Context: an optimization exercise on an open-source flow, tuned for small area. The choices shown serve that exercise and are no tape-out recipe. RTL that was checked went through simulation tests only; none was proved equivalent to the original. Only the layout flow was run in run 1; the RTL was not checked for function there. No activity file was given, so power comes from the tool's default toggle rates.

### run.sh
#!/bin/bash
# synth_recipe.tcl (not shown) runs the flow's synth.tcl, then flattens the netlist and writes it again
# the make line also repeats each setting of config.mk as NAME=value (left out here)
make -C /OpenROAD-flow-scripts/flow DESIGN_CONFIG=/design/flow/config.mk WORK_HOME=/design/flow/orfs CLKGATE_MAP_FILE= SYNTH_SCRIPT=/design/flow/synth_recipe.tcl finish
### config.mk
export PLATFORM = sky130hd
export DESIGN_NAME = rgb565_to_ycbcr422
export DESIGN_NICKNAME = rgb565_to_ycbcr422
export VERILOG_FILES = /design/flow/design.v
export SDC_FILE = /design/flow/constraint.sdc
export NUM_CORES = 4
export LEC_CHECK = 0
export CAP_MARGIN = 20
export CORE_MARGIN = 2
export CORE_UTILIZATION = 40
export SLEW_MARGIN = 20
export SYNTH_HIERARCHICAL = 1
### constraint.sdc
create_clock -name core_clock -period 5.0 [get_ports {sys_clk}]
set_input_delay 1.0000 -clock core_clock [delete_from_list [all_inputs] [get_ports {sys_clk}]]
set_output_delay 1.0000 -clock core_clock [all_outputs]
set_load 0.01 [all_outputs]
### design.v
module rgb565_to_ycbcr422
(
    input   wire                    sys_clk         ,
    input   wire                    sys_rst_n       ,
    input   wire    [15:0]          rgb_data        ,
    output  reg     signed  [7:0]   img_out         ,
    output  wire    [1:0]           state           ,
    output  wire                    start_en
);
reg     [1:0]   k       ;
reg             run     ;    
reg     [15:0]  x_q     ;
reg     [7:0]   a_q     ;
wire            sel_y   = ~k[1];
wire            sel_c1  = k[1] & ~k[0];
wire            sel_c2  = k[1] & k[0];
wire    [7:0]   f_top   ;
wire t_0;
wire t_1;
wire t_2;
wire t_3;
wire t_4;
wire t_5;
wire t_6;
wire t_7;
wire t_8;
wire t_9;
wire t_10;
wire t_11;
wire t_12;
wire t_13;
wire t_14;
wire t_15;
wire t_16;
wire t_17;
wire t_18;
wire t_19;
wire t_20;
wire t_21;
wire t_22;
wire t_23;
wire t_24;
wire t_25;
wire t_26;
wire t_27;
wire t_28;
wire t_29;
wire t_30;
wire t_31;
wire t_32;
wire t_33;
wire t_34;
wire t_35;
wire t_36;
wire t_37;
wire t_38;
wire t_39;
wire t_40;
wire t_41;
wire t_42;
wire t_43;
wire t_44;
wire t_45;
wire t_46;
wire t_47;
wire t_48;
wire t_49;
wire t_50;
wire t_51;
wire t_52;
wire t_53;
wire t_54;
wire t_55;
wire t_56;
wire t_57;
wire t_58;
wire t_59;
wire t_60;
wire t_61;
wire t_62;
wire t_63;
wire t_64;
wire t_65;
wire t_66;
wire t_67;
wire t_68;
wire t_69;
wire t_70;
wire t_71;
wire t_72;
wire t_73;
wire t_74;
wire t_75;
wire t_76;
wire t_77;
wire t_78;
wire t_79;
wire t_80;
wire t_81;
wire t_82;
wire t_83;
wire t_84;
wire t_85;
wire t_86;
wire t_87;
wire t_88;
wire t_89;
wire t_90;
wire t_91;
wire t_92;
wire t_93;
wire t_94;
wire t_95;
wire t_96;
wire t_97;
wire t_98;
wire t_99;
wire t_100;
wire t_101;
wire t_102;
wire t_103;
wire t_104;
wire t_105;
wire t_106;
wire t_107;
wire t_108;
wire t_109;
wire t_110;
wire t_111;
wire t_112;
wire t_113;
wire t_114;
wire t_115;
wire t_116;
wire t_117;
wire t_118;
wire t_119;
wire t_120;
wire t_121;
wire t_122;
wire t_123;
wire t_124;
wire t_125;
wire t_126;
wire t_127;
wire t_128;
wire t_129;
wire t_130;
wire t_131;
wire t_132;
wire t_133;
wire t_134;
wire t_135;
wire t_136;
wire t_137;
wire t_138;
wire t_139;
wire t_140;
wire t_141;
wire t_142;
wire t_143;
wire t_144;
wire t_145;
wire t_146;
wire t_147;
wire t_148;
wire t_149;
wire t_150;
wire t_151;
wire t_152;
wire t_153;
wire t_154;
wire t_155;
wire t_156;
wire t_157;
wire t_158;
wire t_159;
wire t_160;
wire t_161;
wire t_162;
wire t_163;
wire t_164;
wire t_165;
wire t_166;
wire t_167;
wire t_168;
wire t_169;
wire t_170;
wire t_171;
wire t_172;
wire t_173;
wire t_174;
wire t_175;
wire t_176;
wire t_177;
wire t_178;
wire t_179;
wire t_180;
wire t_181;
wire t_182;
wire t_183;
wire t_184;
wire t_185;
wire t_186;
wire t_187;
wire t_188;
wire t_189;
wire t_190;
wire t_191;
wire t_192;
wire t_193;
wire t_194;
wire t_195;
wire t_196;
wire t_197;
wire t_198;
wire t_199;
wire t_200;
wire t_201;
wire t_202;
wire t_203;
wire t_204;
wire t_205;
wire t_206;
wire t_207;
wire t_208;
wire t_209;
wire t_210;
wire t_211;
wire t_212;
wire t_213;
wire t_214;
wire t_215;
wire t_216;
wire t_217;
wire t_218;
wire t_219;
wire t_220;
wire t_221;
wire t_222;
wire t_223;
wire t_224;
wire t_225;
wire t_226;
wire t_227;
wire t_228;
wire t_229;
wire t_230;
wire t_231;
wire t_232;
wire t_233;
wire t_234;
wire t_235;
wire t_236;
wire t_237;
wire t_238;
wire t_239;
wire t_240;
wire t_241;
wire t_242;
wire t_243;
wire t_244;
wire t_245;
wire t_246;
wire t_247;
wire t_248;
wire t_249;
wire t_250;
wire t_251;
wire t_252;
wire t_253;
wire t_254;
wire t_255;
wire t_256;
wire t_257;
wire t_258;
wire t_259;
wire t_260;
wire t_261;
wire t_262;
wire t_263;
wire t_264;
wire t_265;
wire t_266;
wire t_267;
wire t_268;
wire t_269;
wire t_270;
wire t_271;
wire t_272;
wire t_273;
wire t_274;
wire t_275;
wire t_276;
wire t_277;
wire t_278;
wire t_279;
wire t_280;
wire t_281;
wire t_282;
wire t_283;
wire t_284;
wire t_285;
wire t_286;
wire t_287;
wire t_288;
wire t_289;
wire t_290;
wire t_291;
assign t_0 = (x_q[11] & (sel_y | sel_c1));
assign t_1 = ((sel_y | sel_c1) & (x_q[11] ^ (sel_y | sel_c1)));
assign t_2 = ((sel_y) & (x_q[11] ^ (sel_y)));
assign t_3 = (x_q[11] & (sel_y));
assign t_4 = ((sel_y | sel_c1) & (x_q[11] ^ (sel_y | sel_c1)));
assign t_5 = (x_q[11] & (sel_y | sel_c2));
assign t_6 = (x_q[12] & (sel_y | sel_c1));
assign t_7 = ((sel_y | sel_c1) & (x_q[12] ^ (sel_y | sel_c1)));
assign t_8 = ((sel_y) & (x_q[12] ^ (sel_y)));
assign t_9 = (x_q[12] & (sel_y));
assign t_10 = ((sel_y | sel_c1) & (x_q[12] ^ (sel_y | sel_c1)));
assign t_11 = (x_q[12] & (sel_y | sel_c2));
assign t_12 = (x_q[13] & (sel_y | sel_c1));
assign t_13 = ((sel_y | sel_c1) & (x_q[13] ^ (sel_y | sel_c1)));
assign t_14 = ((sel_y) & (x_q[13] ^ (sel_y)));
assign t_15 = (x_q[13] & (sel_y));
assign t_16 = ((sel_y | sel_c1) & (x_q[13] ^ (sel_y | sel_c1)));
assign t_17 = (x_q[13] & (sel_y | sel_c2));
assign t_18 = (x_q[14] & (sel_y | sel_c1));
assign t_19 = ((sel_y | sel_c1) & (x_q[14] ^ (sel_y)));
assign t_20 = (x_q[14] & (sel_y | sel_c1));
assign t_21 = ((sel_y | sel_c1) & (x_q[14] ^ (sel_y | sel_c1)));
assign t_22 = (x_q[14] & (sel_y | sel_c2));
assign t_23 = (x_q[15] & (sel_y | sel_c1));
assign t_24 = ((sel_y | sel_c1) & (x_q[15] ^ (sel_y)));
assign t_25 = (x_q[15] & (sel_y | sel_c1));
assign t_26 = ((sel_y | sel_c1) & (x_q[15] ^ (sel_y | sel_c1)));
assign t_27 = (x_q[15] & (sel_y | sel_c2));
assign t_28 = (x_q[5] & (sel_c1 | sel_c2));
assign t_29 = ((sel_y | sel_c1) & (x_q[5] ^ (sel_y | sel_c1)));
assign t_30 = ((sel_c1 | sel_c2) & (x_q[5] ^ (sel_c2)));
assign t_31 = (1'b1 & (x_q[5] ^ (sel_y | sel_c2)));
assign t_32 = (x_q[5] & (sel_c1));
assign t_33 = (x_q[5] & (sel_y));
assign t_34 = (1'b1 & (x_q[5] ^ (sel_c1 | sel_c2)));
assign t_35 = (x_q[6] & (sel_c1 | sel_c2));
assign t_36 = ((sel_y | sel_c1) & (x_q[6] ^ (sel_y | sel_c1)));
assign t_37 = ((sel_c1 | sel_c2) & (x_q[6] ^ (sel_c2)));
assign t_38 = (1'b1 & (x_q[6] ^ (sel_y | sel_c2)));
assign t_39 = (x_q[6] & (sel_c1));
assign t_40 = (x_q[6] & (sel_y));
assign t_41 = (1'b1 & (x_q[6] ^ (sel_c1 | sel_c2)));
assign t_42 = ((sel_c1 | sel_c2) & (x_q[7] ^ (sel_c2)));
assign t_43 = (1'b1 & (x_q[7] ^ (sel_y | sel_c2)));
assign t_44 = (1'b1 & (x_q[7] ^ (sel_y | sel_c2)));
assign t_45 = (1'b1 & (x_q[7] ^ (sel_c1 | sel_c2)));
assign t_46 = ((sel_c1 | sel_c2) & (x_q[8] ^ (sel_c2)));
assign t_47 = (1'b1 & (x_q[8] ^ (sel_y | sel_c2)));
assign t_48 = (1'b1 & (x_q[8] ^ (sel_y | sel_c2)));
assign t_49 = (1'b1 & (x_q[8] ^ (sel_c1 | sel_c2)));
assign t_50 = ((sel_c1 | sel_c2) & (x_q[9] ^ (sel_c2)));
assign t_51 = (1'b1 & (x_q[9] ^ (sel_y | sel_c2)));
assign t_52 = (1'b1 & (x_q[9] ^ (sel_y | sel_c2)));
assign t_53 = (1'b1 & (x_q[9] ^ (sel_c1 | sel_c2)));
assign t_54 = ((sel_c1 | sel_c2) & (x_q[10] ^ (sel_c2)));
assign t_55 = (1'b1 & (x_q[10] ^ (sel_y | sel_c2)));
assign t_56 = (1'b1 & (x_q[10] ^ (sel_y | sel_c2)));
assign t_57 = (1'b1 & (x_q[10] ^ (sel_c1 | sel_c2)));
assign t_58 = ((sel_y | sel_c2) & (x_q[0] ^ (sel_c2)));
assign t_59 = (x_q[0] & (sel_y | sel_c2));
assign t_60 = ((sel_c2) & (x_q[0] ^ (sel_c2)));
assign t_61 = ((sel_c1 | sel_c2) & (x_q[0] ^ (sel_c1 | sel_c2)));
assign t_62 = (x_q[0] & (sel_y | sel_c1));
assign t_63 = (x_q[0] & (sel_c1));
assign t_64 = ((sel_y | sel_c2) & (x_q[1] ^ (sel_c2)));
assign t_65 = (x_q[1] & (sel_y | sel_c2));
assign t_66 = ((sel_c2) & (x_q[1] ^ (sel_c2)));
assign t_67 = ((sel_c1 | sel_c2) & (x_q[1] ^ (sel_c1 | sel_c2)));
assign t_68 = (x_q[1] & (sel_y | sel_c1));
assign t_69 = (x_q[1] & (sel_c1));
assign t_70 = ((sel_y | sel_c2) & (x_q[2] ^ (sel_c2)));
assign t_71 = (x_q[2] & (sel_y | sel_c2));
assign t_72 = ((sel_c2) & (x_q[2] ^ (sel_c2)));
assign t_73 = ((sel_c1 | sel_c2) & (x_q[2] ^ (sel_c1 | sel_c2)));
assign t_74 = (x_q[2] & (sel_y | sel_c1));
assign t_75 = (x_q[2] & (sel_c1));
assign t_76 = ((sel_y | sel_c2) & (x_q[3] ^ (sel_c2)));
assign t_77 = ((sel_y | sel_c2) & (x_q[3] ^ (sel_y | sel_c2)));
assign t_78 = ((sel_c2) & (x_q[3] ^ (sel_c2)));
assign t_79 = (x_q[3] & (sel_y));
assign t_80 = (x_q[3] & (sel_c1));
assign t_81 = ((sel_y | sel_c2) & (x_q[4] ^ (sel_c2)));
assign t_82 = ((sel_y | sel_c2) & (x_q[4] ^ (sel_y | sel_c2)));
assign t_83 = ((sel_c2) & (x_q[4] ^ (sel_c2)));
assign t_84 = (x_q[4] & (sel_y));
assign t_85 = (x_q[4] & (sel_c1));
assign t_86 = (sel_c2);
assign t_87 = (sel_y | sel_c1);
assign t_88 = (sel_y | sel_c1);
assign t_89 = (sel_c1);
assign t_90 = (sel_y | sel_c1);
assign t_91 = (sel_c2);
assign t_92 = (sel_c1 | sel_c2);
assign t_93 = (sel_y | sel_c2);
assign t_94 = (sel_y);
assign t_95 = (sel_y | sel_c2);
assign t_96 = (sel_c1 | sel_c2);
csa_fa u_t_97 (.a(t_86), .b(t_0), .c(t_28), .s(t_97), .co(t_98));
csa_fa u_t_99 (.a(t_87), .b(t_6), .c(t_29), .s(t_99), .co(t_100));
csa_fa u_t_101 (.a(t_35), .b(t_64), .c(t_98), .s(t_101), .co(t_102));
csa_fa u_t_103 (.a(t_88), .b(t_1), .c(t_12), .s(t_103), .co(t_104));
csa_fa u_t_105 (.a(t_36), .b(t_59), .c(t_70), .s(t_105), .co(t_106));
csa_fa u_t_107 (.a(t_100), .b(t_103), .c(t_105), .s(t_107), .co(t_108));
csa_fa u_t_109 (.a(t_89), .b(t_2), .c(t_7), .s(t_109), .co(t_110));
csa_fa u_t_111 (.a(t_30), .b(t_65), .c(t_104), .s(t_111), .co(t_112));
csa_fa u_t_113 (.a(t_106), .b(t_109), .c(t_108), .s(t_113), .co(t_114));
csa_fa u_t_115 (.a(t_90), .b(t_8), .c(t_13), .s(t_115), .co(t_116));
csa_fa u_t_117 (.a(t_31), .b(t_37), .c(t_42), .s(t_117), .co(t_118));
csa_fa u_t_119 (.a(t_71), .b(t_110), .c(t_115), .s(t_119), .co(t_120));
csa_fa u_t_121 (.a(t_117), .b(t_112), .c(t_119), .s(t_121), .co(t_122));
csa_fa u_t_123 (.a(t_91), .b(t_14), .c(t_38), .s(t_123), .co(t_124));
csa_fa u_t_125 (.a(t_43), .b(t_46), .c(t_116), .s(t_125), .co(t_126));
csa_fa u_t_127 (.a(t_118), .b(t_123), .c(t_120), .s(t_127), .co(t_128));
csa_fa u_t_129 (.a(t_125), .b(t_122), .c(t_127), .s(t_129), .co(t_130));
csa_fa u_t_131 (.a(t_92), .b(t_3), .c(t_18), .s(t_131), .co(t_132));
csa_fa u_t_133 (.a(t_32), .b(t_47), .c(t_50), .s(t_133), .co(t_134));
csa_fa u_t_135 (.a(t_60), .b(t_76), .c(t_124), .s(t_135), .co(t_136));
csa_fa u_t_137 (.a(t_131), .b(t_133), .c(t_126), .s(t_137), .co(t_138));
csa_fa u_t_139 (.a(t_135), .b(t_128), .c(t_137), .s(t_139), .co(t_140));
csa_fa u_t_141 (.a(x_q[11]), .b(t_9), .c(t_23), .s(t_141), .co(t_142));
csa_fa u_t_143 (.a(t_39), .b(t_44), .c(t_51), .s(t_143), .co(t_144));
csa_fa u_t_145 (.a(t_54), .b(t_61), .c(t_66), .s(t_145), .co(t_146));
csa_fa u_t_147 (.a(t_81), .b(t_132), .c(t_134), .s(t_147), .co(t_148));
csa_fa u_t_149 (.a(t_141), .b(t_143), .c(t_145), .s(t_149), .co(t_150));
csa_fa u_t_151 (.a(t_136), .b(t_147), .c(t_149), .s(t_151), .co(t_152));
csa_fa u_t_153 (.a(t_138), .b(t_151), .c(t_140), .s(t_153), .co(t_154));
csa_fa u_t_155 (.a(x_q[12]), .b(t_15), .c(t_19), .s(t_155), .co(t_156));
csa_fa u_t_157 (.a(t_33), .b(t_48), .c(t_55), .s(t_157), .co(t_158));
csa_fa u_t_159 (.a(t_62), .b(t_67), .c(t_72), .s(t_159), .co(t_160));
csa_fa u_t_161 (.a(t_77), .b(t_142), .c(t_144), .s(t_161), .co(t_162));
csa_fa u_t_163 (.a(t_146), .b(t_155), .c(t_157), .s(t_163), .co(t_164));
csa_fa u_t_165 (.a(t_159), .b(t_148), .c(t_150), .s(t_165), .co(t_166));
csa_fa u_t_167 (.a(t_161), .b(t_163), .c(t_152), .s(t_167), .co(t_168));
csa_fa u_t_169 (.a(t_165), .b(t_167), .c(t_154), .s(t_169), .co(t_170));
csa_fa u_t_171 (.a(x_q[13]), .b(x_q[7]), .c(t_93), .s(t_171), .co(t_172));
csa_fa u_t_173 (.a(t_4), .b(t_24), .c(t_34), .s(t_173), .co(t_174));
csa_fa u_t_175 (.a(t_40), .b(t_52), .c(t_68), .s(t_175), .co(t_176));
csa_fa u_t_177 (.a(t_73), .b(t_82), .c(t_171), .s(t_177), .co(t_178));
csa_fa u_t_179 (.a(t_156), .b(t_158), .c(t_160), .s(t_179), .co(t_180));
csa_fa u_t_181 (.a(t_173), .b(t_175), .c(t_162), .s(t_181), .co(t_182));
csa_fa u_t_183 (.a(t_177), .b(t_164), .c(t_179), .s(t_183), .co(t_184));
csa_fa u_t_185 (.a(t_166), .b(t_181), .c(t_183), .s(t_185), .co(t_186));
csa_fa u_t_187 (.a(t_168), .b(t_185), .c(t_170), .s(t_187), .co(t_188));
csa_fa u_t_189 (.a(x_q[8]), .b(t_5), .c(t_10), .s(t_189), .co(t_190));
csa_fa u_t_191 (.a(t_20), .b(t_41), .c(t_56), .s(t_191), .co(t_192));
csa_fa u_t_193 (.a(t_63), .b(t_74), .c(t_78), .s(t_193), .co(t_194));
csa_fa u_t_195 (.a(t_172), .b(t_174), .c(t_176), .s(t_195), .co(t_196));
csa_fa u_t_197 (.a(t_189), .b(t_191), .c(t_193), .s(t_197), .co(t_198));
csa_fa u_t_199 (.a(t_178), .b(t_180), .c(t_195), .s(t_199), .co(t_200));
csa_fa u_t_201 (.a(t_197), .b(t_182), .c(t_184), .s(t_201), .co(t_202));
csa_fa u_t_203 (.a(t_199), .b(t_186), .c(t_201), .s(t_203), .co(t_204));
csa_fa u_t_205 (.a(x_q[9]), .b(t_11), .c(t_16), .s(t_205), .co(t_206));
csa_fa u_t_207 (.a(t_25), .b(t_45), .c(t_69), .s(t_207), .co(t_208));
csa_fa u_t_209 (.a(t_79), .b(t_83), .c(t_190), .s(t_209), .co(t_210));
csa_fa u_t_211 (.a(t_192), .b(t_194), .c(t_205), .s(t_211), .co(t_212));
csa_fa u_t_213 (.a(t_207), .b(t_196), .c(t_198), .s(t_213), .co(t_214));
csa_fa u_t_215 (.a(t_209), .b(t_211), .c(t_200), .s(t_215), .co(t_216));
csa_fa u_t_217 (.a(t_213), .b(t_202), .c(t_215), .s(t_217), .co(t_218));
csa_fa u_t_219 (.a(x_q[10]), .b(t_94), .c(t_17), .s(t_219), .co(t_220));
csa_fa u_t_221 (.a(t_21), .b(t_49), .c(t_75), .s(t_221), .co(t_222));
csa_fa u_t_223 (.a(t_84), .b(t_206), .c(t_208), .s(t_223), .co(t_224));
csa_fa u_t_225 (.a(t_219), .b(t_221), .c(t_210), .s(t_225), .co(t_226));
csa_fa u_t_227 (.a(t_212), .b(t_223), .c(t_214), .s(t_227), .co(t_228));
csa_fa u_t_229 (.a(t_225), .b(t_216), .c(t_227), .s(t_229), .co(t_230));
csa_fa u_t_231 (.a(t_95), .b(t_22), .c(t_26), .s(t_231), .co(t_232));
csa_fa u_t_233 (.a(t_53), .b(t_80), .c(t_220), .s(t_233), .co(t_234));
csa_fa u_t_235 (.a(t_222), .b(t_231), .c(t_224), .s(t_235), .co(t_236));
csa_fa u_t_237 (.a(t_233), .b(t_226), .c(t_235), .s(t_237), .co(t_238));
csa_fa u_t_239 (.a(t_228), .b(t_237), .c(t_230), .s(t_239), .co(t_240));
csa_fa u_t_241 (.a(t_96), .b(t_27), .c(t_57), .s(t_241), .co(t_242));
csa_fa u_t_243 (.a(t_85), .b(t_232), .c(t_241), .s(t_243), .co(t_244));
csa_fa u_t_245 (.a(t_234), .b(t_243), .c(t_236), .s(t_245), .co(t_246));
csa_fa u_t_247 (.a(t_238), .b(t_245), .c(t_240), .s(t_247), .co(t_248));
assign t_249 = t_242 ^ t_244 ^ t_246;
csa_ha u_t_250 (.a(t_58), .b(t_97), .s(t_250), .co(t_251));
csa_ha u_t_252 (.a(t_99), .b(t_101), .s(t_252), .co(t_253));
csa_ha u_t_254 (.a(t_102), .b(t_107), .s(t_254), .co(t_255));
csa_ha u_t_256 (.a(t_111), .b(t_113), .s(t_256), .co(t_257));
csa_ha u_t_258 (.a(t_114), .b(t_121), .s(t_258), .co(t_259));
csa_ha u_t_260 (.a(t_130), .b(t_139), .s(t_260), .co(t_261));
csa_ha u_t_262 (.a(t_203), .b(t_188), .s(t_262), .co(t_263));
csa_ha u_t_264 (.a(t_204), .b(t_217), .s(t_264), .co(t_265));
csa_ha u_t_266 (.a(t_218), .b(t_229), .s(t_266), .co(t_267));
csa_ha u_t_268 (.a(t_249), .b(t_248), .s(t_268), .co(t_269));
assign t_270 = t_253 | (t_252 & t_251);
assign t_271 = t_255 | (t_254 & t_270);
assign t_272 = t_257 | (t_256 & t_271);
assign t_273 = t_259 | (t_258 & t_272);
assign t_274 = t_129 & t_273;
assign t_275 = t_261 | (t_260 & t_274);
assign t_276 = t_153 & t_275;
assign t_277 = t_169 & t_276;
assign t_278 = t_187 & t_277;
assign t_279 = t_263 | (t_262 & t_278);
assign t_280 = t_265 | (t_264 & t_279);
assign t_281 = t_267 | (t_266 & t_280);
assign t_282 = t_239 & t_281;
assign t_283 = t_247 & t_282;
assign t_284 = t_169 ^ t_276;
assign t_285 = t_187 ^ t_277;
assign t_286 = t_262 ^ t_278;
assign t_287 = t_264 ^ t_279;
assign t_288 = t_266 ^ t_280;
assign t_289 = t_239 ^ t_281;
assign t_290 = t_247 ^ t_282;
assign t_291 = t_268 ^ t_283;
assign f_top = {t_291, t_290, t_289, t_288, t_287, t_286, t_285, t_284};
always @(posedge sys_clk) begin
    if (k != 2'd2)
        x_q <= rgb_data;
    a_q <= f_top;
end
always @(posedge sys_clk or negedge sys_rst_n)
    if (!sys_rst_n) begin
        k   <= 2'd0;
        run <= 1'b0;
    end else begin
        k   <= k + 2'd1;
        run <= run | (k == 2'd2);
    end
always @(posedge sys_clk or negedge sys_rst_n)
    if (!sys_rst_n)
        img_out <= 8'd0;
    else if (run || k == 2'd2)
        img_out <= a_q;
assign start_en = run;
assign state    = {run & (k[1] ^ k[0]), run & ~k[0]};
endmodule
module csa_fa (input wire a, input wire b, input wire c, output wire s, output wire co);
assign s  = a ^ b ^ c;
assign co = (a & b) | (a & c) | (b & c);
endmodule
module csa_ha (input wire a, input wire b, output wire s, output wire co);
assign s  = a ^ b;
assign co = a & b;
endmodule
==> results of run 1 <==
-- metrics by stage --
step	power, uW	TNS (ns)	utilization (%)
after floorplan	1020	-2.69	-
after global placement	1240	-1.80	51.3
after detailed placement	1260	-1.99	51.3
after CTS	1470	-1.79	52.9
after global routing	1600	-2.09	53.5
final	1430	-1.56	53.5
-- Yosys stat by module, one instance, submodules excluded --
module	flops+latches	cell area, um^2
csa_ha	0	12.5
rgb565_to_ycbcr422	35	1850
csa_fa	0	20.0
-- state kept, by name, summed over array words and instances, names as in the netlist --
| name | count |
|---|---|
| x_q | 16 |
| run | 1 |
| img_out | 8 |
| k | 2 |
| a_q | 8 |
-- power breakdown --
| group | switching [uW] | internal (uW) |
|---|---|---|
| Clock | 102 | 97.6 |
| Sequential | 16.0 | 362 |
| Combinational | 383 | 468 |
| Total | 500 | 927 |
-- cell type report --
type | instances | area share (%)
clock buffer | 6 | 1.58
clock inverter | 2 | 0.245
inverter | 17 | 1.52
multi-input combinational | 195 | 58.7
sequential | 35 | 19.9
tap | 108 | 2.94
timing repair buffer | 81 | 15.1
-- cells in the mapped netlist --
master / count / area, um^2
sky130_fd_sc_hd__edfxtp_1: 16 / 480
sky130_fd_sc_hd__inv_1: 17 / 63.8
sky130_fd_sc_hd__clkbuf_1: 2 / 7.51
sky130_fd_sc_hd__nor2_1: 33 / 124
sky130_fd_sc_hd__fa_1: 76 / 1520
sky130_fd_sc_hd__nand3_1: 1 / 5.00
sky130_fd_sc_hd__xnor2_1: 10 / 87.6
sky130_fd_sc_hd__nor2_2: 2 / 12.5
sky130_fd_sc_hd__a211oi_1: 1 / 7.51
sky130_fd_sc_hd__buf_2: 2 / 10.0
sky130_fd_sc_hd__dfxtp_1: 8 / 160
sky130_fd_sc_hd__dfrtp_1: 11 / 275
sky130_fd_sc_hd__or2_2: 3 / 18.8
sky130_fd_sc_hd__a311oi_1: 1 / 8.76
sky130_fd_sc_hd__nand4b_1: 1 / 8.76
sky130_fd_sc_hd__mux2_2: 12 / 135
sky130_fd_sc_hd__xor2_1: 3 / 26.3
sky130_fd_sc_hd__buf_6: 1 / 11.3
sky130_fd_sc_hd__a21oi_1: 2 / 10.0
sky130_fd_sc_hd__nor2b_1: 17 / 106
sky130_fd_sc_hd__ha_1: 33 / 413
-- cell families after synthesis --
| group | Yosys count | synth area share, % |
|---|---|---|
| adder cells (fa/ha/maj) | 109 | 55.4 |
| AND/OR/NAND/NOR | 57 | 7.88 |
| flip-flops | 35 | 26.2 |
| buffers and inverters | 22 | 2.65 |
| XOR/XNOR | 13 | 3.26 |
| multiplexers | 12 | 3.87 |
| AO/OA/AOI/OAI | 4 | 0.752 |
-- layer usage --
metal	share of wire [%]	vias to the layer above	track usage [%]
met1	43	1061	24.3
met4	1.7	0	5.34
met2	52	51	30.8
met5	0	-	0
li1	-	974	-
met3	3.6	11	3.02
-- how the worst min path moves through the flow --
| stage | to | start | slack, ns |
|---|---|---|---|
| final | img_out[5]$_DFFE_PN0P_ | a_q[5]$_DFF_P_ | 0.46 |
| after global routing | img_out[5]$_DFFE_PN0P_ | a_q[5]$_DFF_P_ | 0.48 |
| after CTS | img_out[5]$_DFFE_PN0P_ | a_q[5]$_DFF_P_ | 0.47 |
| after detailed placement | img_out[5]$_DFFE_PN0P_ | a_q[5]$_DFF_P_ | 0.45 |
| after global placement | img_out[2]$_DFFE_PN0P_ | a_q[2]$_DFF_P_ | 0.45 |
| after floorplan | img_out[0]$_DFFE_PN0P_ | a_q[0]$_DFF_P_ | 0.44 |
-- what timing repair did --
item / 4_1_cts / 5_1_grt
resized for setup: 4 / 9
buffers inserted: 5 / 0
pin swaps: 1 / 6
endpoints found under the setup margin: 4 / 4
==> impl_summary.log, run 1 <==
[metrics] most common cell type on the critical path: sky130_fd_sc_hd__ha_4
[metrics] Critical Path, Cell by Cell: inv_2, ha_4, buf_12, xnor2_4, fa_1, fa_1, fa_2, fa_1, fa_2, fa_2, ha_4, ha_4, or2_4, ha_4, or2_4, ha_4, or2_4, ha_4, ha_4, xor2_1
[metrics] largest buffer count on any clock path: 2
[metrics] type of the worst setup path: reg2reg
[metrics] critical path depth in cells: 20
[metrics] r2r startpoint: k[0]$_DFF_PN0_
[metrics] post-synthesis average cell area: roughly 14 um^2
[metrics] number of maximum-capacitance constraint violations: 0
[metrics] count of final hold-check violations: 0
[metrics] detailed-router iteration count before antenna repair: 4
[metrics] post-synthesis instance area: around 3500 um^2
[metrics] Worst Skew: between 0.006 and 0.007 ns
[metrics] antenna violations before repair: 0
[metrics] Synth Instances: 252
[metrics] Hold Path Class: reg2reg
[metrics] Routed Antenna Nets: 0
[metrics] clock transition at the registers of the reported paths: approximately 0.07 ns
[metrics] Die X: 97.5 um
[metrics] count of final max-slew check failures: 0
[metrics] footprint of the multi-input gates: approximately 2700 um^2
[metrics] routed vias: 2097
[metrics] Remaining DRCs: 0
[metrics] cell count of the worst hold path: 1
[metrics] Global Route Usage Sum: between 10% and 20%
[metrics] number of inserted filler cells in the final layout: between 700 and 800
[metrics] result of the run: failed layout checks
[metrics] clock latency of the later-clocked register in the worst-skew pair: slightly below 0.3 ns
[metrics] starting DRC count in detailed routing: 73
[metrics] share of final-layout standard cells stronger than drive strength 1: between 30% and 40%
[metrics] Std-Cell Core Area: 8590 um^2
[metrics] total routed wirelength: 7670 um
[metrics] height of the die: 97.5 um
[metrics] number of buffers and inverters on the critical path: 2
[metrics] origin of the worst setup path: k[0]$_DFF_PN0_
[metrics] count of cells along the worst register-to-register path: 20
[metrics] signal arrival time at the worst endpoint: roughly 5.8 ns
[metrics] placed insts: 431
[metrics] synthesized netlist net count: approximately 380
[metrics] worst setup slack after layout: -0.616 ns
[metrics] level count of the clock H-tree: 2
[metrics] transition time at the pin with the least slew margin: 0.521 ns
[metrics] reasons for failing layout checks: negative setup slack
[metrics] Max-slew headroom: between 60% and 70%
[metrics] Final Instance Area: ~4600 um^2
[metrics] wire length of the first global-routing pass: 13100 um
[metrics] power density cells: between 300 and 400 nW/um^2
[metrics] number of distinct library cells after synthesis: 21
[metrics] Avg WL per Cell: between 15 and 20 um
[metrics] post-DR vias/cell: 4.72
[metrics] number of synthesized register bits: 35
[metrics] via count of the first global-routing pass: between 2000 and 3000
[metrics] post-route fraction of the period consumed by the critical path: 112%
[metrics] cell family with the largest share of critical-path delay: adder cells
[metrics] yosys warns: 7
[metrics] half-perimeter wire length of the detailed placement result: around 6500 um
[metrics] Num CTS Buffers: 5
[metrics] final number of setup-violating endpoints: 4
[metrics] Synth-to-Final Area Change: 31.7%
[metrics] critical register-to-register path endpoint: a_q[7]$_DFF_P_
[metrics] Post-Place Worst Slack: -0.721 ns
[metrics] leakage power summed over all cells: between 0.0015 and 0.002 uW
[metrics] slowest stage cell, crit path: sky130_fd_sc_hd__fa_1
[metrics] setup repair after global routing missed its margin: yes
[metrics] longest individual stage delay on the worst path: approximately 0.60 ns
[metrics] required arrival time at the worst endpoint: roughly 5.2 ns
[metrics] clock period minus worst slack: ~5.6 ns
[metrics] end point of the critical path: a_q[7]$_DFF_P_
[metrics] total grt overflow: 0
[metrics] Die ar.: 9500 um^2
[metrics] TritonCTS clock tree: built
[metrics] most frequent standard cell in the layout excluding fill and tap cells: sky130_fd_sc_hd__fa_1
[metrics] CP Capture Type: flip-flop
[metrics] number of top-level design ports: 29
[metrics] setup slack on the worst flop-to-flop path: -0.62 ns
[metrics] number of port buffers: 28
[metrics] final weighted congestion in routability-driven placement: approximately 0.91
[metrics] Site Rows: 34
[metrics] total number of nets in the final design: 462
[metrics] Max Clock Freq: 0.178 GHz
[metrics] pin count of the biggest net entering global routing: 24
[metrics] clock net sink count: 35
[metrics] diode insertion count for antenna repair: 0
[metrics] sequential area share after synthesis: approximately a quarter
[metrics] CP max FO: 10
[metrics] IR drop worst, VDD: around 0.00027 V
[metrics] area after detailed placement: roughly 4400 um^2
[metrics] Critical Path Start Type: flip-flop
[metrics] starting utilization of the core area: 40.7%
[metrics] Sequential Area: approximately 920 um^2
[metrics] non-filler cells in the finished layout: around 440
[metrics] most frequent cells in the layout: sky130_fd_sc_hd__fa_1, sky130_fd_sc_hd__buf_4, sky130_fd_sc_hd__nor2_1
[metrics] CTS Root Cell: sky130_fd_sc_hd__clkbuf_8
[metrics] Worst Hold Slack: about 0.46 ns
[metrics] Post-CTS Hold Fix Bufs: 0
==> run 2, diff against run 1 <==
--- a/design.v
+++ b/design.v
@@ -308,4 +308,13 @@
 wire t_290;
 wire t_291;
+wire t_292;
+wire t_293;
+wire t_294;
+wire t_295;
+wire t_296;
+wire t_297;
+wire t_298;
+wire t_299;
+wire t_300;
 assign t_0 = (x_q[11] & (sel_y | sel_c1));
 assign t_1 = ((sel_y | sel_c1) & (x_q[11] ^ (sel_y | sel_c1)));
@@ -500,19 +509,28 @@
 assign t_276 = t_153 & t_275;
 assign t_277 = t_169 & t_276;
-assign t_278 = t_187 & t_277;
-assign t_279 = t_263 | (t_262 & t_278);
-assign t_280 = t_265 | (t_264 & t_279);
-assign t_281 = t_267 | (t_266 & t_280);
-assign t_282 = t_239 & t_281;
-assign t_283 = t_247 & t_282;
-assign t_284 = t_169 ^ t_276;
-assign t_285 = t_187 ^ t_277;
-assign t_286 = t_262 ^ t_278;
-assign t_287 = t_264 ^ t_279;
-assign t_288 = t_266 ^ t_280;
-assign t_289 = t_239 ^ t_281;
-assign t_290 = t_247 ^ t_282;
-assign t_291 = t_268 ^ t_283;
-assign f_top = {t_291, t_290, t_289, t_288, t_287, t_286, t_285, t_284};
+assign t_278 = t_262 & t_187;
+assign t_279 = t_267 | (t_266 & t_265);
+assign t_280 = t_266 & t_264;
+assign t_281 = t_247 & t_239;
+assign t_282 = t_187 & t_277;
+assign t_283 = t_263 | (t_278 & t_277);
+assign t_284 = t_239 & t_279;
+assign t_285 = t_239 & t_280;
+assign t_286 = t_281 & t_279;
+assign t_287 = t_281 & t_280;
+assign t_288 = t_265 | (t_264 & t_283);
+assign t_289 = t_279 | (t_280 & t_283);
+assign t_290 = t_284 | (t_285 & t_283);
+assign t_291 = t_286 | (t_287 & t_283);
+assign t_292 = t_269 | (t_268 & t_291);
+assign t_293 = t_169 ^ t_276;
+assign t_294 = t_187 ^ t_277;
+assign t_295 = t_262 ^ t_282;
+assign t_296 = t_264 ^ t_283;
+assign t_297 = t_266 ^ t_288;
+assign t_298 = t_239 ^ t_289;
+assign t_299 = t_247 ^ t_290;
+assign t_300 = t_268 ^ t_291;
+assign f_top = {t_300, t_299, t_298, t_297, t_296, t_295, t_294, t_293};
 always @(posedge sys_clk) begin
     if (k != 2'd2)
==> flow/run.sh (new file) <==
#!/bin/bash
# Standard layout, but the port buffers are the smallest buffer cell.
set -euo pipefail
export BUFFER_PORTS_ARGS="-buffer_cell sky130_fd_sc_hd__buf_1"
bash standard.sh > standard_flow.log 2>&1
==> standard.sh (new file) <==
#!/bin/bash
# synth_recipe.tcl (not shown) runs the flow's synth.tcl, then flattens the netlist and writes it again
# the make line also repeats each setting of config.mk as NAME=value (left out here)
make -C /OpenROAD-flow-scripts/flow DESIGN_CONFIG=/design/flow/config.mk WORK_HOME=/design/flow/orfs CLKGATE_MAP_FILE= SYNTH_SCRIPT=/design/flow/synth_recipe.tcl "${@:-finish}"
removed: run.sh
==> run 2 against run 1 <==
The run now finishes clean. Synthesized cell count grew 3.2%. Register-to-register slack gained 0.78 ns. Area after synthesis grew 1.7%. Utilization shrank 5.9 points. Power grew 4.3%. Routed wire length shrank 8.4%. Critical endpoint is now a_q[6]$_DFF_P_. Largest power group unchanged.
==> impl_summary.log, run 2 <==
[metrics] Std-Cell Core Area: 8680 um^2 (+0.99%)
[metrics] number of top-level design ports: 29 (unchanged)
[metrics] TritonCTS clock tree: built
[metrics] clock period minus worst slack: 4.83 ns (-0.784 ns)
[metrics] Global Route Usage Sum: 15.7% (-2.5 points)
[metrics] Worst Hold Slack: 0.464 ns (+0.00421 ns)
[metrics] synthesized netlist net count: 383 (+1.1%)
[metrics] wire length of the first global-routing pass: 11600 um (-12%)
[metrics] Routed Antenna Nets: 0 (unchanged)
[metrics] CP max FO: 6 (-4)
[metrics] number of synthesized register bits: 35 (unchanged)
[metrics] result of the run: finished clean
[metrics] number of distinct library cells after synthesis: 27 (+29%)
[metrics] total number of nets in the final design: 430 (-6.9%)
[metrics] Num CTS Buffers: 5 (unchanged)
[metrics] final number of setup-violating endpoints: 0 (-4)
[metrics] via count of the first global-routing pass: 2288 (-8.5%)
[metrics] number of maximum-capacitance constraint violations: 0 (unchanged)
[metrics] count of final max-slew check failures: 0 (unchanged)
[metrics] count of flip-flops with a built-in enable after synthesis: 16 (unchanged)
[metrics] Area contributors post-synth: sky130_fd_sc_hd__fa_1, sky130_fd_sc_hd__edfxtp_1, sky130_fd_sc_hd__ha_1, sky130_fd_sc_hd__dfrtp_1, sky130_fd_sc_hd__dfxtp_1
[metrics] largest buffer count on any clock path: 2 (unchanged)
[metrics] required arrival time at the worst endpoint: 5.22 ns (+0.04 ns)
[metrics] final weighted congestion in routability-driven placement: 0.858 (-5.8%)
[metrics] sequential area share after synthesis: 25.8% (-0.44 points)
[metrics] clock net sink count: 35 (unchanged)
[metrics] total routed wirelength: 7020 um (-8.4%)
[metrics] Synth top cells by count: sky130_fd_sc_hd__fa_1, sky130_fd_sc_hd__nor2_1, sky130_fd_sc_hd__ha_1
[metrics] register bank with the most flops: x_q
[metrics] most frequent standard cell in the layout excluding fill and tap cells: sky130_fd_sc_hd__fa_1
[metrics] height of the die: 98.3 um (+0.82%)
[metrics] detailed-router iteration count before antenna repair: 4 (unchanged)
[metrics] worst setup slack after layout: 0.168 ns (+0.784 ns)
[metrics] clock latency of the later-clocked register in the worst-skew pair: 0.28 ns (about the same)
[metrics] antenna violations before repair: 0 (unchanged)
[metrics] Avg WL per Cell: 16.9 um (-2.3%)
[metrics] post-route fraction of the period consumed by the critical path: 96.6% (-16 points)
[metrics] count of final hold-check violations: 0 (unchanged)
[metrics] yosys warns: 7 (unchanged)
[metrics] CTS Root Cell: sky130_fd_sc_hd__clkbuf_8
[metrics] half-perimeter wire length of the detailed placement result: 5930 um (-8.9%)
[metrics] type of the worst setup path: reg2reg
[metrics] fraction of registers with async set/reset: 31.4% (unchanged)
[metrics] post-DR vias/cell: 4.97 (+5.2%)
[metrics] top flip-flop cell by instance count after synthesis: sky130_fd_sc_hd__edfxtp_1
[metrics] diode insertion count for antenna repair: 0 (unchanged)
[metrics] clock transition at the registers of the reported paths: 0.08 ns (about the same)
[metrics] transition time at the pin with the least slew margin: 0.569 ns (+0.0481 ns)
[metrics] power density cells: 360 nW/um^2 (+16%)
[metrics] Remaining DRCs: 0 (unchanged)
[metrics] signal arrival time at the worst endpoint: 5.05 ns (-0.74 ns)
[metrics] number of flip-flops in the largest register: 16 (unchanged)
[metrics] leakage power summed over all cells: 0.00176 uW (-11%)
[metrics] Die ar.: 9650 um^2 (+1.6%)
[metrics] number of port buffers: 28 (unchanged)
[metrics] library cell with the largest summed area after synthesis: sky130_fd_sc_hd__fa_1
[metrics] Die X: 98.3 um (+0.82%)
[metrics] Post-Place Worst Slack: -0.00925 ns (+0.712 ns)
[metrics] starting utilization of the core area: 40.9% (+0.29 points)
[metrics] largest registers: x_q (16), a_q (8), img_out (8)
[metrics] Critical Path Start Type: flip-flop
[metrics] level count of the clock H-tree: 2 (unchanged)
[metrics] most common cell in the synthesized netlist: sky130_fd_sc_hd__fa_1
[metrics] post-synthesis average cell area: 13.7 um^2 (-1.4%)
[metrics] Worst Skew: 0.00604 ns (+0.0000322 ns)
[metrics] total grt overflow: 0 (unchanged)
[metrics] Synth-to-Final Area Change: 16.3%
[metrics] pin count of the biggest net entering global routing: 23 (-4.2%)
[metrics] share of final-layout standard cells stronger than drive strength 1: 18.8% (-12 points)
[metrics] Post-CTS Hold Fix Bufs: 0 (unchanged)
[metrics] IR drop worst, VDD: 0.000272 V (-0.17%)
[metrics] Site Rows: 34 (unchanged)
[metrics] starting DRC count in detailed routing: 123 (+68%)
[metrics] Synth Instances: 260 (+3.2%)
[metrics] post-synthesis instance area: 3550 um^2 (+1.7%)
[metrics] Max Clock Freq: 0.207 GHz (+16%)
[metrics] most frequent cells in the layout: sky130_fd_sc_hd__fa_1, sky130_fd_sc_hd__nor2_1, sky130_fd_sc_hd__buf_1
[metrics] share of Yosys cell area claimed by the top area cell type: 42.8% (-0.74 points)
[metrics] Hold Path Class: reg2reg
[metrics] CP Capture Type: flip-flop
[metrics] routed vias: 2067 (-1.4%)
[metrics] Max-slew headroom: 62.1% (-3.1 points)
## run 2: worst max-delay path, cell delays in order, from the launching register on
cell                        delay [ns]
sky130_fd_sc_hd__dfrtp_2          0.45
sky130_fd_sc_hd__ha_4             0.18
sky130_fd_sc_hd__buf_12           0.14
sky130_fd_sc_hd__nor2_2           0.23
sky130_fd_sc_hd__fa_1             0.48
sky130_fd_sc_hd__fa_1             0.39
sky130_fd_sc_hd__fa_1             0.40
sky130_fd_sc_hd__fa_1             0.42
sky130_fd_sc_hd__fa_1             0.38
sky130_fd_sc_hd__fa_1             0.39
sky130_fd_sc_hd__fa_2             0.37
sky130_fd_sc_hd__ha_4             0.29
sky130_fd_sc_hd__nand3_4          0.09
sky130_fd_sc_hd__a2111oi_4        0.37
sky130_fd_sc_hd__xor2_1           0.17
## run 2: cells by family after synthesis
logic type / count (synthesis) / share of synthesized area (%)
AO/OA/AOI/OAI: 8 / 2.01
XOR/XNOR: 17 / 4.19
adder cells (fa/ha/maj): 105 / 53.0
buffers and inverters: 23 / 2.61
flip-flops: 35 / 25.8
multiplexers: 12 / 3.80
AND/OR/NAND/NOR: 60 / 8.59
## run 2: modules after synthesis (local to each module, per instance)
| module | cells | flops+latches | copies in the design | cell area [um^2] |
|---|---|---|---|---|
| csa_fa | 1 | 0 | 76 | 20.0 |
| csa_ha | 1 | 0 | 10 | 12.5 |
| rgb565_to_ycbcr422 | 174 | 35 | 1 | 1910 |
## run 2: cell type report
cell class / instances / area, um^2
Sequential cell: 35 / 917
Clock buffer: 6 / 93.8
Timing Repair Buffer: 45 / 258
Multi-Input combinational cell: 202 / 2640
Clock inverter: 2 / 13.8
Fill cell: 820 / 4540
Inverter: 18 / 73.8
Tap cell: 108 / 135
## run 2: final timing paths
check	endpoint	start	depth (start not counted)	slack [ns]
max in group asynchronous	k[1]$_DFF_PN0_	sys_rst_n	1	3.92
hold reg to reg	img_out[5]$_DFFE_PN0P_	a_q[5]$_DFF_P_	1	0.46
setup / recovery	a_q[6]$_DFF_P_	k[1]$_DFF_PN0_	14	0.17
hold / removal	img_out[5]$_DFFE_PN0P_	a_q[5]$_DFF_P_	1	0.46
min in group asynchronous	img_out[3]$_DFFE_PN0P_	sys_rst_n	1	0.68
setup reg to reg	a_q[6]$_DFF_P_	k[1]$_DFF_PN0_	14	0.17
## run 2: power breakdown
part           switching [uW]  total [uW]  internal [uW]
Combinational             442         877            435
Sequential               18.8         380            361
Clock                     104         232            128
Total                     565        1490            925
## run 2: repair_timing
action	4_1_cts	5_1_grt
pin swaps	0	3
cloned	0	0
gates resized for setup	2	10
buffers inserted	0	5
hold endpoints to repair	0	0
endpoints found under the setup margin	2	4
## run 2: stage by stage
step	cells	setup TNS (ns)	power [uW]	utilization, %	cell area, um^2
after floorplan	260	0	1020	-	3580
after global placement	403	0	1170	44.9	3890
after detailed placement	403	-0.0140	1190	44.9	3890
after CTS	411	0	1430	46.3	4020
after global routing	416	-0.0158	1660	47.6	4130
final	416	0	1490	47.6	4130
## run 2: layer usage
| metal | global-route usage, % | up-vias | wire length, um |
|---|---|---|---|
| li1 | - | 933 | - |
| met1 | 20.3 | 1080 | 2990 |
| met2 | 27.5 | 43 | 3700 |
| met3 | 2.43 | 11 | 224 |
| met4 | 4.43 | 0 | 102 |
| met5 | 0 | - | 0 |
==> run 3, diff against run 2 <==
==> run.sh (new file) <==
#!/bin/bash
# synth_recipe.tcl (not shown) runs the flow's synth.tcl, then flattens the netlist and writes it again
# the make line also repeats each setting of config.mk as NAME=value (left out here)
make -C /OpenROAD-flow-scripts/flow DESIGN_CONFIG=/design/flow/config.mk WORK_HOME=/design/flow/orfs CLKGATE_MAP_FILE= SYNTH_SCRIPT=/design/flow/synth_recipe.tcl finish
--- a/config.mk
+++ b/config.mk
@@ -9,4 +9,5 @@
 export CORE_MARGIN = 2
 export CORE_UTILIZATION = 40
+export CTS_BUF_LIST = sky130_fd_sc_hd__clkbuf_2 sky130_fd_sc_hd__clkbuf_4
 export SLEW_MARGIN = 20
 export SYNTH_HIERARCHICAL = 1
removed: flow/run.sh
removed: standard.sh
==> run 3 against run 2 <==
Still clean. Synthesized cell count unchanged. Critical path depth is the same. Register-to-register slack improved by 0.03 ns. Sequential cell count stayed put. Clock-buffer cell count grew 1. Sequential power hardly changed. Clock power down 9.5%. Global-route usage grew 0.23 points. Worst setup slack improved by 0.035 ns. Final cell count is 0.48% lower. Area after synthesis stayed put. Non-clock buffer count down 3. Largest cell class unchanged.
==> impl_summary.log, run 3 <==
[metrics] Routed Antenna Nets: 0 (unchanged)
[metrics] CP Capture Type: flip-flop
[metrics] clock transition at the registers of the reported paths: 0.12 ns (+0.04 ns)
[metrics] Final Util: 48.8% (+1.2 points)
[metrics] CP max FO: 12 (+6)
[metrics] type of the worst setup path: reg2reg
[metrics] Avg WL per Cell: 16.9 um (about the same)
[metrics] total number of nets in the final design: 427 (-0.70%)
[metrics] pin count of the biggest net entering global routing: 23 (unchanged)
[metrics] Post-Place Worst Slack: 0.0373 ns (+0.0466 ns)
[metrics] top flip-flop cell by instance count after synthesis: sky130_fd_sc_hd__edfxtp_1
[metrics] number of inserted filler cells in the final layout: 798 (-2.7%)
[metrics] Die X: 98.3 um (unchanged)
[metrics] wire length of the first global-routing pass: 11800 um (+2.0%)
[metrics] detailed-router iteration count before antenna repair: 4 (unchanged)
[metrics] power density cells: 350 nW/um^2 (-2.9%)
[metrics] Synth-to-Final Area Change: 19.2%
[metrics] yosys warns: 7 (unchanged)
[metrics] largest buffer count on any clock path: 2 (unchanged)
[metrics] number of port buffers: 28 (unchanged)
[metrics] Remaining DRCs: 0 (unchanged)
[metrics] critical hold path startpoint: a_q[5]$_DFF_P_
[metrics] CTS Root Cell: sky130_fd_sc_hd__clkbuf_4
[metrics] IR drop worst, VDD: 0.000296 V (+8.8%)
[metrics] share of final-layout standard cells stronger than drive strength 1: 17.7% (-1.1 points)
[metrics] Synth top cells by count: sky130_fd_sc_hd__fa_1, sky130_fd_sc_hd__nor2_1, sky130_fd_sc_hd__ha_1
[metrics] largest registers: x_q (16), a_q (8), img_out (8)
[metrics] Hold Path Class: reg2reg
[metrics] number of distinct library cells after synthesis: 27 (unchanged)
[metrics] setup repair after global routing missed its margin: no
[metrics] signal arrival time at the worst endpoint: 5.08 ns (+0.03 ns)
[metrics] TritonCTS clock tree: built
[metrics] synthesized netlist net count: 383 (unchanged)
[metrics] number of maximum-capacitance constraint violations: 0 (unchanged)
[metrics] number of flip-flops in the largest register: 16 (unchanged)
[metrics] Final Instance Area: 4240 um^2 (+2.5%)
[metrics] count of cells along the worst register-to-register path: 14 (unchanged)
[metrics] height of the die: 98.3 um (unchanged)
[metrics] result of the run: finished clean
[metrics] post-synthesis average cell area: 13.7 um^2 (unchanged)
[metrics] worst setup slack after layout: 0.203 ns (+0.0345 ns)
[metrics] footprint of the multi-input gates: 2640 um^2 (-0.28%)
[metrics] total negative setup slack: 0 ns (unchanged)
[metrics] level count of the clock H-tree: 2 (unchanged)
[metrics] routed vias: 2015 (-2.5%)
[metrics] half-perimeter wire length of the detailed placement result: 5930 um (-0.13%)
[metrics] Num CTS Buffers: 5 (unchanged)
[metrics] Critical Path Start Type: flip-flop
[metrics] Sequential Area: 917 um^2 (unchanged)
[metrics] Synth Instances: 260 (unchanged)
[metrics] Std-Cell Core Area: 8680 um^2 (unchanged)
[metrics] clock period minus worst slack: 4.80 ns (-0.0345 ns)
[metrics] number of top-level design ports: 29 (unchanged)
[metrics] count of final hold-check violations: 0 (unchanged)
[metrics] Area contributors post-synth: sky130_fd_sc_hd__fa_1, sky130_fd_sc_hd__edfxtp_1, sky130_fd_sc_hd__ha_1, sky130_fd_sc_hd__dfrtp_1, sky130_fd_sc_hd__dfxtp_1
[metrics] most common cell in the synthesized netlist: sky130_fd_sc_hd__fa_1
[metrics] cell count of the worst hold path: 1 (unchanged)
[metrics] clock net sink count: 35 (unchanged)
[metrics] post-DR vias/cell: 4.87 (-2.0%)
[metrics] antenna violations before repair: 1 (+1)
[metrics] fraction of registers with async set/reset: 31.4% (unchanged)
[metrics] Site Rows: 34 (unchanged)
[metrics] Global Route Usage Sum: 15.9% (+0.23 points)
[metrics] final weighted congestion in routability-driven placement: 0.915 (+6.7%)
[metrics] area after detailed placement: 4070 um^2 (+4.6%)
[metrics] most frequent standard cell in the layout excluding fill and tap cells: sky130_fd_sc_hd__fa_1
[metrics] share of Yosys cell area claimed by the top area cell type: 42.8% (unchanged)
[metrics] Worst Skew: 0.0175 ns (+0.0115 ns)
[metrics] total grt overflow: 0 (unchanged)
[metrics] via count of the first global-routing pass: 2313 (+1.1%)
[metrics] sequential area share after synthesis: 25.8% (unchanged)
[metrics] final number of setup-violating endpoints: 0 (unchanged)
[metrics] leakage power summed over all cells: 0.00179 uW (+1.6%)
[metrics] Max Clock Freq: 0.208 GHz (+0.72%)
[metrics] required arrival time at the worst endpoint: 5.28 ns (+0.06 ns)
[metrics] transition time at the pin with the least slew margin: 0.501 ns (-0.0684 ns)
[metrics] starting DRC count in detailed routing: 69 (-44%)
[metrics] post-synthesis instance area: 3550 um^2 (unchanged)
[metrics] setup slack on the worst flop-to-flop path: 0.20 ns (+0.03 ns)
[metrics] library cell with the largest summed area after synthesis: sky130_fd_sc_hd__fa_1
[metrics] Max-slew headroom: 66.5% (+4.5 points)
[metrics] r2r startpoint: k[0]$_DFF_PN0_
[metrics] count of flip-flops with a built-in enable after synthesis: 16 (unchanged)
[metrics] most frequent cells in the layout: sky130_fd_sc_hd__fa_1, sky130_fd_sc_hd__nor2_1, sky130_fd_sc_hd__clkdlybuf4s50_1
[metrics] worst-case hold path end point: img_out[5]$_DFFE_PN0P_
[metrics] post-route fraction of the period consumed by the critical path: 95.9% (-0.69 points)
[metrics] Die ar.: 9650 um^2 (unchanged)
[metrics] starting utilization of the core area: 40.9% (unchanged)
[metrics] number of synthesized register bits: 35 (unchanged)
[metrics] count of final max-slew check failures: 0 (unchanged)
[metrics] critical register-to-register path endpoint: a_q[6]$_DFF_P_
[metrics] register bank with the most flops: x_q
[metrics] clock latency of the later-clocked register in the worst-skew pair: 0.34 ns (+0.06 ns)
[metrics] total routed wirelength: 6990 um (-0.46%)
[run 3: changes by cell type in the layout (fill, tap and decap cells not counted), moves of 3 or more]
cell / delta
sky130_fd_sc_hd__buf_1: -28
sky130_fd_sc_hd__clkbuf_4: +6
sky130_fd_sc_hd__clkbuf_8: -5
sky130_fd_sc_hd__clkdlybuf4s50_1: +28
sky130_fd_sc_hd__xnor2_1: +3
sky130_fd_sc_hd__xnor2_2: -3
[run 3: layer usage]
layer | GRT usage (%) | share of wire (%) | up-vias
met5 | 0 | 0 | -
li1 | - | - | 926
met1 | 21.7 | 43 | 1045
met2 | 27.3 | 52 | 40
met3 | 1.72 | 2.9 | 4
met4 | 4.43 | 1.2 | 0
[run 3: area by class of cell]
cell class              count  area share, %
clock buffers               7           1.24
repair buffers             42           9.19
clock inverters             1          0.709
flip-flops and latches     35           21.7
well taps                 108           3.19
multi-input cells         202           62.2
diodes                      1         0.0591
inverters                  18           1.74
[run 3: worst max-delay path by stage]
stage	from	to	slack (ns)
3_5_place_dp	k[0]$_DFF_PN0_	a_q[6]$_DFF_P_	0.04
3_3_place_gp	k[0]$_DFF_PN0_	a_q[6]$_DFF_P_	0.12
4_1_cts	k[0]$_DFF_PN0_	a_q[6]$_DFF_P_	0.05
6_report	k[0]$_DFF_PN0_	a_q[6]$_DFF_P_	0.20
5_1_grt	k[0]$_DFF_PN0_	a_q[6]$_DFF_P_	0.004
2_1_floorplan	k[1]$_DFF_PN0_	a_q[6]$_DFF_P_	0.009
[run 3: cell families (layout without fill, tap and decap cells)]
group / count (synthesis) / in the layout / share of synthesized area, %
other cells: 0 / 1 / 0
compound gates: 8 / 8 / 2.01
mux: 12 / 12 / 3.80
simple gates: 60 / 60 / 8.59
xor+xnor: 17 / 17 / 4.19
fa+ha+maj: 105 / 105 / 53.0
flops: 35 / 35 / 25.8
buf+inv: 23 / 68 / 2.61
[run 3: report_power, final]
part | switching, uW | internal [uW] | total, uW
logic | 448 | 445 | 893
registers | 17.6 | 361 | 379
clock network | 93.2 | 117 | 210
total | 559 | 923 | 1480
[run 3: Yosys stat by module (local to each module, per instance)]
module | flip-flops and latches | cells inside | area, um^2 | times used
rgb565_to_ycbcr422 | 35 | 174 | 1910 | 1
csa_ha | 0 | 1 | 12.5 | 10
csa_fa | 0 | 1 | 20.0 | 76
[run 3: per-stage QoR]
step | hold slack, ns | cells | power (uW)
finish | 0.473 | 414 | 1480
global route | 0.492 | 414 | 1640
CTS | 0.476 | 413 | 1420
detailed placement | 0.448 | 405 | 1200
global placement | 0.447 | 405 | 1180
floorplan | 0.440 | 260 | 1020
[run 3: repair_timing]
| item | CTS | global route |
|---|---|---|
| buffers inserted | 0 | 0 |
| setup endpoints to repair | 0 | 4 |
| hold buffers | 0 | 0 |
| resized for setup | 0 | 12 |
[run 3: critical path, cell delays in order, from the launching register on]
cell                        delay, ns
sky130_fd_sc_hd__dfrtp_1         0.43
sky130_fd_sc_hd__ha_4            0.24
sky130_fd_sc_hd__buf_4           0.22
sky130_fd_sc_hd__nor2_1          0.12
sky130_fd_sc_hd__fa_1            0.42
sky130_fd_sc_hd__fa_1            0.43
sky130_fd_sc_hd__fa_1            0.40
sky130_fd_sc_hd__fa_1            0.42
sky130_fd_sc_hd__fa_1            0.39
sky130_fd_sc_hd__fa_1            0.39
sky130_fd_sc_hd__fa_2            0.36
sky130_fd_sc_hd__ha_4            0.30
sky130_fd_sc_hd__nand3_4         0.09
sky130_fd_sc_hd__a2111oi_4       0.37
sky130_fd_sc_hd__xor2_1          0.16
==> run 4, diff against run 3 <==
--- a/config.mk
+++ b/config.mk
@@ -9,5 +9,4 @@
 export CORE_MARGIN = 2
 export CORE_UTILIZATION = 40
-export CTS_BUF_LIST = sky130_fd_sc_hd__clkbuf_2 sky130_fd_sc_hd__clkbuf_4
 export SLEW_MARGIN = 20
 export SYNTH_HIERARCHICAL = 1
==> run 4 against run 3 <==
Non-clock buffer count unchanged. Fmax about the same. Final cell count decreased by 0.24%. Utilization up 0.19 points. Sequential share of layout area shrank 0.083 points. Routed wire length increased by 0.19%. Sequential cell count unchanged. Register-to-register slack about the same. Die area is the same. Critical endpoint unchanged. Highest routed layer unchanged.
==> impl_summary.log, run 4 <==
[metrics] result of the run: finished clean
[metrics] total negative setup slack: 0 ns (unchanged)
[metrics] Synth Instances: 260 (unchanged)
[metrics] yosys warns: 7 (unchanged)
[metrics] setup repair after global routing missed its margin: no
[metrics] Avg WL per Cell: 17.0 um (+0.43%)
[metrics] logic gate share of total power: 59.6% (-0.7 points)
[metrics] Synth-to-Final Area Change: 19.6%
[metrics] count of final hold-check violations: 0 (unchanged)
[metrics] number of port buffers: 28 (unchanged)
[metrics] clock net sink count: 35 (unchanged)
[metrics] post-synthesis instance area: 3550 um^2 (unchanged)
[metrics] IR drop worst, VDD: 0.000325 V (+9.7%)
[metrics] register bank with the most flops: x_q
[metrics] signal arrival time at the worst endpoint: 5.02 ns (-0.06 ns)
[metrics] largest buffer count on any clock path: 2 (unchanged)
[metrics] power density cells: 353 nW/um^2 (+1.0%)
[metrics] Die X: 98.3 um (unchanged)
[metrics] origin of the worst setup path: k[1]$_DFF_PN0_
[metrics] most common cell in the synthesized netlist: sky130_fd_sc_hd__fa_1
[metrics] transition time at the pin with the least slew margin: 0.502 ns (+0.00147 ns)
[metrics] level count of the clock H-tree: 2 (unchanged)
[metrics] number of distinct library cells after synthesis: 27 (unchanged)
[metrics] type of the worst setup path: reg2reg
[metrics] area after detailed placement: 4070 um^2 (unchanged)
[metrics] Die ar.: 9650 um^2 (unchanged)
[metrics] sequential area share after synthesis: 25.8% (unchanged)
[metrics] Global Route Usage Sum: 16.0% (+0.031 points)
[metrics] most frequent standard cell in the layout excluding fill and tap cells: sky130_fd_sc_hd__fa_1
[metrics] TritonCTS clock tree: built
[metrics] routed vias: 2025 (+0.50%)
[metrics] critical hold path startpoint: a_q[5]$_DFF_P_
[metrics] diode insertion count for antenna repair: 0 (-1)
[metrics] share of final-layout standard cells stronger than drive strength 1: 17.0% (-0.66 points)
[metrics] clock period minus worst slack: 4.80 ns (+0.00174 ns)
[metrics] r2r startpoint: k[1]$_DFF_PN0_
[metrics] post-synthesis average cell area: 13.7 um^2 (unchanged)
[metrics] fraction of registers with async set/reset: 31.4% (unchanged)
[metrics] via count of the first global-routing pass: 2312 (-0.043%)
[metrics] total routed wirelength: 7000 um (+0.19%)
[metrics] CP Capture Type: flip-flop
[metrics] total grt overflow: 0 (unchanged)
[metrics] height of the die: 98.3 um (unchanged)
[metrics] clock transition at the registers of the reported paths: 0.07 ns (-0.05 ns)
[metrics] Synth top cells by count: sky130_fd_sc_hd__fa_1, sky130_fd_sc_hd__nor2_1, sky130_fd_sc_hd__ha_1
[metrics] wire length of the first global-routing pass: 11800 um (about the same)
[metrics] net switching fraction of the power: 37.7% (about the same)
[metrics] Switching Power: 566 uW (+1.3%)
[metrics] Site Rows: 34 (unchanged)
[metrics] placed insts: 405 (unchanged)
[metrics] number of maximum-capacitance constraint violations: 0 (unchanged)
[metrics] share of total power in sequential cells: 25.2% (-0.4 points)
[metrics] Max-slew headroom: 66.4% (-0.098 points)
[metrics] worst setup slack after layout: 0.201 ns (-0.00173 ns)
[metrics] most frequent cells in the layout: sky130_fd_sc_hd__fa_1, sky130_fd_sc_hd__nor2_1, sky130_fd_sc_hd__clkdlybuf4s50_1
[metrics] post-cts resize count: 0 (unchanged)
[metrics] count of flip-flops with a built-in enable after synthesis: 16 (unchanged)
[metrics] clock latency of the later-clocked register in the worst-skew pair: 0.29 ns (-0.05 ns)
[metrics] CTS Root Cell: sky130_fd_sc_hd__clkbuf_8
[metrics] leakage power summed over all cells: 0.00179 uW (+0.24%)
[metrics] Std-Cell Core Area: 8680 um^2 (unchanged)
[metrics] largest registers: x_q (16), a_q (8), img_out (8)
[metrics] number of top-level design ports: 29 (unchanged)
[metrics] Routed Antenna Nets: 0 (unchanged)
[metrics] Max Clock Freq: 0.208 GHz (about the same)
[metrics] starting DRC count in detailed routing: 56 (-19%)
[metrics] post-CTS setup buffer count: 0 (unchanged)
[metrics] detailed-router iteration count before antenna repair: 4 (unchanged)
[metrics] pin count of the biggest net entering global routing: 23 (unchanged)
[metrics] final weighted congestion in routability-driven placement: 0.915 (unchanged)
[metrics] Hold Path Class: reg2reg
[metrics] Post-CTS Hold Fix Bufs: 0 (unchanged)
[metrics] Remaining DRCs: 0 (unchanged)
[metrics] Critical Path Start Type: flip-flop
[metrics] post-DR vias/cell: 4.90 (+0.74%)
[metrics] starting utilization of the core area: 40.9% (unchanged)
[metrics] non-filler cells in the finished layout: 413 (-0.24%)
[metrics] number of flip-flops in the largest register: 16 (unchanged)
[metrics] number of inserted filler cells in the final layout: 792 (-0.75%)
[metrics] Num CTS Buffers: 5 (unchanged)
[metrics] antenna violations before repair: 0 (-1)
[metrics] Sequential Area: 917 um^2 (unchanged)
[metrics] design internal power: 936 uW (+1.4%)
[metrics] Area contributors post-synth: sky130_fd_sc_hd__fa_1, sky130_fd_sc_hd__edfxtp_1, sky130_fd_sc_hd__ha_1, sky130_fd_sc_hd__dfrtp_1, sky130_fd_sc_hd__dfxtp_1
[metrics] top flip-flop cell by instance count after synthesis: sky130_fd_sc_hd__edfxtp_1
[metrics] Worst Skew: 0.0109 ns (-0.00666 ns)
[metrics] synthesized netlist net count: 383 (unchanged)
[metrics] Final Instance Area: 4250 um^2 (+0.38%)
[metrics] required arrival time at the worst endpoint: 5.22 ns (-0.06 ns)
[metrics] final number of setup-violating endpoints: 0 (unchanged)
[metrics] library cell with the largest summed area after synthesis: sky130_fd_sc_hd__fa_1
[metrics] post-route fraction of the period consumed by the critical path: 96.0% (about the same)
[metrics] count of final max-slew check failures: 0 (unchanged)
[metrics] share of Yosys cell area claimed by the top area cell type: 42.8% (unchanged)
[metrics] Final Util: 49.0% (+0.19 points)
[metrics] Post-Place Worst Slack: 0.0373 ns (unchanged)
[metrics] footprint of the multi-input gates: 2640 um^2 (unchanged)
[metrics] half-perimeter wire length of the detailed placement result: 5930 um (unchanged)
[metrics] total number of nets in the final design: 427 (unchanged)
[metrics] number of synthesized register bits: 35 (unchanged)
[metrics] share of total power in the clock network: 15.1% (+0.9 points)
[metrics] CP max FO: 10 (-2)
==> run 4: cell count changes in the layout (fill, tap and decap cells not counted), sizes merged <==
| cell | delta |
|---|---|
| clkbuf | +1 |
| bufinv | -1 |
| diode | -1 |
==> run 4: area by class of cell <==
| type | instances | share of cell area [%] |
|---|---|---|
| well taps | 108 | 3.18 |
| clock buffers | 8 | 2.38 |
| inverters | 18 | 1.74 |
| multi-input cells | 202 | 62.0 |
| repair buffers | 42 | 9.15 |
| flip-flops and latches | 35 | 21.6 |
==> run 4: power by group through the flow <==
stage          registers (uW)  clock network, uW  logic, uW
4_1_cts                   380                238        818
3_5_place_dp              386                  0        816
6_report                  379                227        896
3_3_place_gp              387                  0        794
5_1_grt                   383                252       1020
2_1_floorplan             379                  0        643
==> run 4: routing by layer <==
metal	vias to the layer above	routed length [um]	track usage, %
met5	-	0	0
met4	0	110	4.43
met3	9	269	2.15
met2	42	3660	27.2
met1	1053	2960	21.6
li1	921	-	-
==> run 4: path summary, 6_finish.rpt <==
check | to | slack [ns] | cells past startpoint
worst max-delay path | a_q[6]$_DFF_P_ | 0.20 | 13
worst min-delay path | img_out[5]$_DFFE_PN0P_ | 0.46 | 1
worst max register to register | a_q[6]$_DFF_P_ | 0.20 | 13
worst min register to register | img_out[5]$_DFFE_PN0P_ | 0.46 | 1
max in group asynchronous | k[1]$_DFF_PN0_ | 3.58 | 1
min in group asynchronous | img_out[3]$_DFFE_PN0P_ | 1.04 | 1
==> run 4: critical path, cell delays in order (launching register included) <==
cell and delay (ns):
sky130_fd_sc_hd__dfrtp_2 0.45, sky130_fd_sc_hd__ha_4 0.22, sky130_fd_sc_hd__buf_4 0.19, sky130_fd_sc_hd__nor2b_1 0.27, sky130_fd_sc_hd__fa_1 0.50, sky130_fd_sc_hd__fa_1 0.58
sky130_fd_sc_hd__fa_2 0.46, sky130_fd_sc_hd__fa_1 0.41, sky130_fd_sc_hd__fa_1 0.39, sky130_fd_sc_hd__fa_2 0.36, sky130_fd_sc_hd__ha_4 0.29, sky130_fd_sc_hd__nand3_4 0.09
sky130_fd_sc_hd__a2111oi_4 0.37, sky130_fd_sc_hd__xor2_1 0.17
==> run 4: per-module statistics from Yosys (local to each module, per instance) <==
module,times used,flip-flops and latches
csa_fa,76,0
csa_ha,10,0
rgb565_to_ycbcr422,1,35
==> run 4: logic make-up after synthesis <==
logic type	Yosys count	synth area share, %
buf+inv	23	2.61
fa+ha+maj	105	53.0
compound gates	8	2.01
simple gates	60	8.59
flops	35	25.8
mux	12	3.80
xor+xnor	17	4.19
==> run 4: stage by stage <==
step                      power [uW]  hold slack (ns)
final                           1500            0.463
after global routing            1660            0.481
after global placement          1180            0.447
after CTS                       1440            0.468
after floorplan                 1020            0.440
after detailed placement        1200            0.448

static timing again, ports no longer ideal:
The results above use ideal ports. As a check the final layouts listed here were re-extracted and re-timed, cells and wires unchanged.
Step 1, drivers: a clkbuf_16 drives sys_clk and a buf_2 each remaining input, both assumed.
Step 2, shift: input delay + t, output delay - t, t = (earliest + latest rising clock arrival at the registers) / 2. This alone moves slack from input paths to output paths.
a / b / c = no drivers / after step 1 / after step 2; a / b = the first two.
run	t, ns	slack for setup (ns)	latest minus earliest clock arrival (ns)	worst data-port slew with drivers (ns)	cell pins on the clock port's net
run 1	0.313	-0.616 / -0.616 / -0.616	0.006 / 0.006	0.03	1
run 2	0.307	0.168 / 0.168 / 0.168	0.006 / 0.006	0.03	1
run 3	0.362	0.203 / 0.203 / 0.203	0.017 / 0.018	0.03	1
run 4	0.315	0.201 / 0.201 / 0.201	0.011 / 0.011	0.03	1
